Context: an optimization exercise on an open-source flow, tuned for small area, a short achievable clock period and few clock cycles. The choices shown serve that exercise and are no tape-out recipe. The RTL was checked by simulation tests, not by an equivalence proof against the original design. No activity file was given, so power comes from the tool's default toggle rates.

run 1:
Design xtea, start of the top module:
module xtea(
            input wire               clk,
            input wire               reset_n,
            input wire               cs,
            input wire               we,
            input wire      [7 : 0]  address,
            input wire      [31 : 0] write_data,
            output wire     [31 : 0] read_data
           );
Size in the first run: about 1,600 cells after synthesis, about 330 flip-flops, about 76 I/O pins.
clock: 7.5 ns
lec_check: 0
cap_margin: 20
core_margin: 2
core_utilization: 65
cts_buf_list: sky130_fd_sc_hd__clkbuf_8
cts_cluster_diameter: 40
cts_cluster_size: 20
place_density: 0.8
setup_slack_margin: 2.5
slew_margin: 20
buffer_ports_args: -buffer_cell sky130_fd_sc_hd__buf_1
standard.sh (not shown) runs the stock make flow with config.mk's settings and CLKGATE_MAP_FILE= SYNTH_SCRIPT=/design/flow/synth_recipe.tcl, a recipe that flattens the netlist after the stock synthesis.
==> flow/flow/run.sh <==
#!/bin/bash
# Standard layout, but the port buffers inserted during placement use
# buf_1 cells (the default choice is a slow delay buffer).
set -euo pipefail
cat >> config.mk <<'EOC'
export BUFFER_PORTS_ARGS = -buffer_cell sky130_fd_sc_hd__buf_1
EOC
bash standard.sh > standard.log 2>&1
Testbench counts of run 1, summed over its fixed seeds: cycles 35,648.
Changes in run 2 relative to run 1:
- BUFFER_PORTS_ARGS: -buffer_cell sky130_fd_sc_hd__buf_1 -> -buffer_cell sky130_fd_sc_hd__buf_4
- CTS_CLUSTER_SIZE: 20 -> unset
- CORE_UTILIZATION: 65 -> 40
- CTS_CLUSTER_DIAMETER: 40 -> unset
- CTS_BUF_LIST: sky130_fd_sc_hd__clkbuf_8 -> unset
- PLACE_DENSITY: 0.8 -> unset
==> flow/flow/run.sh <==
#!/bin/bash
# Standard layout, but the port buffers inserted during placement use
# buf_4 cells (the default choice is a slow delay buffer).
set -euo pipefail
cat >> config.mk <<'EOC'
export BUFFER_PORTS_ARGS = -buffer_cell sky130_fd_sc_hd__buf_4
EOC
bash standard.sh > standard.log 2>&1
Findings:
Compared with run 1, in run 2 instance area at placement up about 3%; non-clock buffer count down about 4.3%; final cycle utilization of the critical path down 0.84 points. Worst setup slack after layout in run 2 is 63 ps above run 1. | power | higher: run 2 |. Run 1 has completed all stages; timing, DRC and antenna checks passed. Run 2: no failed stages, no open violations at the end. For run 1, the standard cell with the maximum stage delay on the critical path was sky130_fd_sc_hd__clkinvlp_2, unlike run 2, where it was sky130_fd_sc_hd__edfxtp_1.
The inputs of run 3 differ from those of run 2 as listed below.
- CTS_CLUSTER_SIZE now 20, previously not set
- CORE_UTILIZATION now 72, was 40
- CTS_BUF_LIST now sky130_fd_sc_hd__clkbuf_8, previously not set
- BUFFER_PORTS_ARGS now -buffer_cell sky130_fd_sc_hd__buf_1, was -buffer_cell sky130_fd_sc_hd__buf_4
- CTS_CLUSTER_DIAMETER now 40, previously not set
==> flow/flow/run.sh <==
#!/bin/bash
# Standard layout, but the port buffers inserted during placement use
# buf_1 cells (the default choice is a slow delay buffer).
set -euo pipefail
cat >> config.mk <<'EOC'
export BUFFER_PORTS_ARGS = -buffer_cell sky130_fd_sc_hd__buf_1
EOC
bash standard.sh > standard.log 2>&1
## What came out
Run 3 ends up with a worst slew margin relative to its limit that is 3.4 points higher than in run 2. The sum of routed wire length over all layers reported for run 3 is smaller than that of run 2 by 1.1 mm. Part of the power in registers in run 3 is 2.8 points above run 2. The run showing the smaller sequential share of layout area is run 2. Compared with run 2, met1 wire length in run 3 decreased by more than 10%. Run comparison: run 3 critical path launch point address[5]; run 2 critical path launch point core.b_reg[2]$_DFFE_PP_. Of run 3 and run 2, it is run 3 that has the lower synthesis-to-finish area growth.
Edits applied to the flow inputs when going from run 3 to run 4:
- removing BUFFER_PORTS_ARGS (formerly -buffer_cell sky130_fd_sc_hd__buf_1)
- changing CORE_UTILIZATION from 72 to 65
==> flow/run.sh (new file) <==
#!/bin/bash
# synth_recipe.tcl (not shown) runs the flow's synth.tcl, then flattens the netlist and writes it again
# the make line also repeats each setting of config.mk as NAME=value (left out here)
make -C /OpenROAD-flow-scripts/flow DESIGN_CONFIG=/design/flow/config.mk WORK_HOME=/design/flow/orfs CLKGATE_MAP_FILE= SYNTH_SCRIPT=/design/flow/synth_recipe.tcl finish
removed: flow/flow/run.sh
removed: flow/standard.sh
Results
[run 4 vs run 3] site row count: higher in run 4. Clock buffer count on run 4 is down relative to run 3. Diff run 3 -> run 4 | violation count after the first detailed-route iteration | down slightly. Number of buffers outside the clock class in the layout, run 4 and run 3, lower one = run 3. From run 3 to run 4 the numbers moved as follows: fraction of standard cell area in multi-input logic now sits lower; net switching power now sits lower; total length of routed wires now sits lower; die area now sits higher. Run 4 has design area above what run 3 had. Final total power sits higher in run 4 than in run 3. Clock buffer count from CTS of run 4 exceeds that of run 3 by a few percent.
### run 4 -> run 5
- CTS_BUF_LIST no longer set, was sky130_fd_sc_hd__clkbuf_8
- CTS_CLUSTER_DIAMETER no longer set, was 40
- BUFFER_PORTS_ARGS now -buffer_cell sky130_fd_sc_hd__buf_2, previously not set
- CORE_UTILIZATION now 40, was 65
- CTS_CLUSTER_SIZE no longer set, was 20
==> flow/flow/run.sh (new file) <==
#!/bin/bash
# Standard layout, but the port buffers inserted during placement use
# buf_2 cells (the default choice is a slow delay buffer).
set -euo pipefail
cat >> config.mk <<'EOC'
export BUFFER_PORTS_ARGS = -buffer_cell sky130_fd_sc_hd__buf_2
EOC
bash standard.sh > standard.log 2>&1
==> flow/standard.sh (new file) <==
#!/bin/bash
# synth_recipe.tcl (not shown) runs the flow's synth.tcl, then flattens the netlist and writes it again
# the make line also repeats each setting of config.mk as NAME=value (left out here)
make -C /OpenROAD-flow-scripts/flow DESIGN_CONFIG=/design/flow/config.mk WORK_HOME=/design/flow/orfs CLKGATE_MAP_FILE= SYNTH_SCRIPT=/design/flow/synth_recipe.tcl "${@:-finish}"
removed: flow/run.sh
### Flow results
Comparing the two runs side by side, run 5 comes out behind run 4 on core footprint.
Re final standard cell utilization of the core: run 4 was higher than run 5.
On wire length, the higher figure sits with run 5, not run 4.
Sequential share of power in run 5 is 3.8 points lower than in run 4
A master of the slowest instance on the critical path of sky130_fd_sc_hd__edfxtp_1 is what run 5 shows, while sky130_fd_sc_hd__clkdlybuf4s50_1 belongs to run 4.
Summed area of non-filler cells in the final layout, run 5 and run 4, lower one = run 4.
Diff run 4 -> run 5 | setup slack | increase of 71 ps
Clock group share of total power in run 5 is 4.9 points higher than in run 4
Measured against run 4, the final HPWL from detailed placement of run 5 comes out at 1.09 times the reference value.
Fraction of final layout cells sized beyond drive strength 1: run 5 vs run 4 up 2.8 points
NOTE number of clock buffers in the layout run 4->run 5 increased by more than 10%
Die area: higher on run 5

[what the ideal ports hide]
Ports are ideal in the flow. The routed layouts listed here were re-timed in OpenROAD.
Step 1, drivers: a clkbuf_16 drives clk and a buf_2 each remaining input, both assumed.
Step 2, shift: input delay + t, output delay - t, t = (earliest + latest rising clock arrival at the registers) / 2. This alone moves slack from input paths to output paths.
Slacks: ideal ports / drivers / drivers and shift; pairs: ideal ports / drivers.
| run | t, ns | setup slack, ns | hold WS [ns] |
|---|---|---|---|
| run 1 | 0.617 | 2.581 / 2.557 / 2.076 | 0.497 / 0.497 / 0.497 |
| run 2 | 0.571 | 2.645 / 2.645 / 2.645 | 0.488 / 0.488 / 0.488 |
| run 3 | 0.637 | 2.581 / 2.556 / 2.244 | 0.499 / 0.499 / 0.499 |
| run 4 | 0.613 | 2.552 / 2.520 / 2.520 | 0.491 / 0.491 / 0.491 |
| run 5 | 0.573 | 2.622 / 2.622 / 2.528 | 0.477 / 0.477 / 0.477 |
After both steps setup and hold are still met in every run listed. For run 1, which loses most, drivers alone change the setup slack by -0.024 ns; drivers and shift together by -0.505 ns.
